Background: an optimization exercise with open tools, aiming at small area and a short achievable clock period. Do not read the settings as production practice.
At most, simulation tests tie the RTL to the original design; equivalence was not proved.
Power figures rest on the tool's default switching activity, not on a simulated workload.

==> flow/design.v (excerpt) <==
module yuv422_to_rgb
(
    input       wire        clk     ,
    input       wire        cke     ,
    input       wire        yuv_hs  ,
    input       wire        yuv_vs  ,
    input       wire        yuv_de  ,
    input       wire [9 :0] yuv_y   ,
    input       wire [9 :0] yuv_c   ,
    output      wire        rgb_hs  ,
    output      wire        rgb_vs  ,
    output      wire        rgb_de  ,
    output      wire [23:0] rgb_dat
);
clock: 4.5 ns
lec_check: 0
abc_area: 1
cap_margin: 20
core_margin: 2
core_utilization: 40
setup_slack_margin: 1.9
slew_margin: 20
standard.sh (not shown) runs the stock make flow with config.mk's settings and CLKGATE_MAP_FILE= SYNTH_SCRIPT=/design/flow/synth_recipe.tcl, a recipe that flattens the netlist after the stock synthesis.
==> flow/flow/run.sh <==
#!/bin/bash
# Standard ORFS layout (the standard.sh) with changes that do not touch the design:
#  - ports are buffered with buf_2 instead of the default delay-cell choice
#  - CTS: no dummy load cells, chosen clock buffers and sink cluster size
set -o pipefail
export BUFFER_PORTS_ARGS="-buffer_cell sky130_fd_sc_hd__buf_2"
export CTS_ARGS="-sink_clustering_enable -repair_clock_nets -dont_use_dummy_load -buf_list sky130_fd_sc_hd__clkbuf_8 -sink_clustering_size 16 -sink_clustering_max_diameter 100"
bash standard.sh > standard.log 2>&1
Rerun with:
--- a/flow/design.v
+++ b/flow/design.v
@@ -13,25 +13,25 @@
     output      wire [23:0] rgb_dat
 );
 wire [7:0] y8 = yuv_y[9:2];
 wire [7:0] c8 = yuv_c[9:2];
 wire [7:0] y_cl = (y8[7:4] == 4'd0) ? 8'd16 : (y8 > 8'd235) ? 8'd235 : y8;
 wire [7:0] c_cl = (c8[7:4] == 4'd0) ? 8'd16 : (c8[7:4] == 4'd15) ? 8'd239 : c8;
 reg        cr;
 reg  [7:0] s1_y, cbuf, s2_y, p_u, p_v;
 reg [12:0] p_25u;      
 reg  [6:0] t_l;  reg t_c;  reg [8:0] t_h;
 reg  [9:0] p_l;  reg p_c;  reg [7:0] p_h;
 reg  [5:0] m_l;  reg m_c;  reg [6:0] m_h;
-reg  [7:0] s3_u;
+reg  [6:0] b_l;  reg b_c;  reg [8:0] b_h;
 reg  [9:0] r_h, g_h, b4_h;
 reg  [2:0] r_c;  reg [3:0] g_c;  reg [1:0] b4_c;
 reg  [7:0] s5_r, s5_g, s5_b, s6_r, s6_g, s6_b;
 reg  [2:0] sy1, sy2, sy3, sy4, sy5, sy6;
 wire [15:0] tyh;
 assign tyh[0] = 16'h0000 >> s2_y[7:4];
 assign tyh[1] = 16'h0000 >> s2_y[7:4];
 assign tyh[2] = 16'h0000 >> s2_y[7:4];
 assign tyh[3] = 16'h0000 >> s2_y[7:4];
 assign tyh[4] = 16'haaaa >> s2_y[7:4];
 assign tyh[5] = 16'hcccc >> s2_y[7:4];
 assign tyh[6] = 16'h5a5a >> s2_y[7:4];
@@ -89,57 +89,59 @@
 assign tpl[9] = 16'h9ce6 >> p_v[3:0];
 assign tpl[10] = 16'hd6b4 >> p_v[3:0];
 assign tpl[11] = 16'he738 >> p_v[3:0];
 assign tpl[12] = 16'h07c0 >> p_v[3:0];
 assign tpl[13] = 16'hf800 >> p_v[3:0];
 wire [7:0]  t_lo = tyh[6:0] + tyl[6:0];
 wire [8:0]  t_hi = tyh[15:7] + tyl[11:7];
 wire [10:0] p_lo = tph[9:0] + tpl[9:0];
 wire [7:0]  p_hi = tph[17:10] + tpl[13:10];
 wire [12:0] u25  = {cbuf, 4'b0000} + {cbuf, 3'b000} + cbuf;
 wire [6:0]  m_lo = p_v[5:0] + p_25u[5:0];
 wire [6:0]  m_hi = p_v[7:6] + p_25u[12:6];
+wire [7:0]  b_lo = {1'b0, p_u[7:2]} + {p_u[5:0], 1'b0} + 7'd16;
+wire [8:0]  b_hi = {p_u, 1'b0} + p_u[7:6] - 9'd21;
 wire [11:0] r_lo = {t_l, 2'b00} + p_l + {p_c, t_c, 9'd0};
 wire [9:0]  r_hi = t_h + {p_h, 1'b0};
 wire [13:0] g_lo = {t_l, 3'b000} + {4'b0000, ~p_l} + {~m_l, 4'b0000} + {t_c, 10'd0} + {~p_c, 10'd0} + {~m_c, 10'd0} + 14'd2129;
 wire [9:0]  ga = {1'b0, t_h};
 wire [9:0]  gb = {2'b00, ~p_h};
 wire [9:0]  gm = {3'b000, ~m_h};
 wire [9:0]  gs1 = ga ^ gb ^ gm;
 wire [9:0]  gc1 = {(ga[8:0] & gb[8:0]) | (ga[8:0] & gm[8:0]) | (gb[8:0] & gm[8:0]), 1'b0};
 wire [9:0]  gk = 10'd20;
 wire [9:0]  gs2 = gs1 ^ gc1 ^ gk;
 wire [9:0]  gc2 = {(gs1[8:0] & gc1[8:0]) | (gs1[8:0] & gk[8:0]) | (gc1[8:0] & gk[8:0]), 1'b0};
 wire [9:0]  g_hi = gs2 + gc2;
-wire [8:0]  b4_lo = t_l + {1'b0, s3_u[7:2]} + {s3_u[5:0], 1'b0} + {t_c, 7'd0} + 7'd16;
-wire [9:0]  b4_hi = t_h + {s3_u, 1'b0} + s3_u[7:6] - 10'd21;
+wire [8:0]  b4_lo = t_l + b_l + {b_c, 7'd0} + {t_c, 7'd0};
+wire [9:0]  b4_hi = t_h + b_h;
 function [7:0] sat;
     input [9:0] z;
     sat = z[9] ? 8'd255 : (z[8] ? z[7:0] : 8'd0);
 endfunction
 always @(posedge clk) begin
     if (cke) begin
         cr   <= yuv_de & ~cr;
         s1_y <= y_cl;
         if (yuv_de & ~cr) cbuf <= c_cl;
         if (yuv_de &  cr) begin
             p_u <= cbuf;
             p_v <= c_cl;
             p_25u <= u25;
         end
         s2_y <= s1_y;
         t_l <= t_lo[6:0];  t_c <= t_lo[7];   t_h <= t_hi;
         p_l <= p_lo[9:0];  p_c <= p_lo[10];  p_h <= p_hi;
         m_l <= m_lo[5:0];  m_c <= m_lo[6]; m_h <= m_hi;
-        s3_u <= p_u;
+        b_l <= b_lo[6:0];  b_c <= b_lo[7];   b_h <= b_hi;
         r_h  <= r_hi;   r_c  <= r_lo[11:9];
         g_h  <= g_hi;   g_c  <= g_lo[13:10];
         b4_h <= b4_hi;  b4_c <= b4_lo[8:7];
         s5_r <= sat(r_h + r_c);
         s5_g <= sat(g_h + g_c);
         s5_b <= sat(b4_h + b4_c);
         s6_r <= s5_r; s6_g <= s5_g; s6_b <= s5_b;
         sy1 <= {yuv_hs, yuv_vs, yuv_de};
         sy2 <= sy1; sy3 <= sy2; sy4 <= sy3; sy5 <= sy4; sy6 <= sy5;
     end
 end
 assign {rgb_hs, rgb_vs, rgb_de} = sy6;
- The new run completed without violations
- sequential share of layout area increases by 0.60 points
- wire length goes up by 0.94%
- critical path depth came out lower by 2
- clock power stays flat
- clock-buffer cell count is unchanged
- worst setup slack improves by 36 ps
For the first run of this note, only the layout was checked, not whether the RTL still works.

port drivers added, routing unchanged:
In the flow no input, the clock included, has a driving cell. The finished layouts below were timed again as built, in two steps.
Step 1 (the two cells are an assumption about what drives the block):
set clk [get_ports {clk}]
set_driving_cell -lib_cell sky130_fd_sc_hd__clkbuf_16 $clk
set_driving_cell -lib_cell sky130_fd_sc_hd__buf_2 [delete_from_list [all_inputs] $clk]
Step 2 adds t to the input delays and takes it off the output delays; t is the mean of the earliest and latest rising clock arrival at the registers after step 1. Input paths then give back, and output paths get back, about the clock's delay inside the block.
Slacks: ideal / step 1 / step 2; pairs: ideal / step 1.
run	t (ns)	slack for setup (ns)	slew at the worst register clock pin (ns)
the first run	0.553	1.949 / 1.949 / 1.949	0.11 / 0.11
the second run	0.554	1.985 / 1.985 / 1.712	0.11 / 0.11
After both steps setup and hold are still met in every run listed. The setup slack of the second run, which loses most, moves by 0.000 ns with the drivers and by -0.273 ns with both steps.
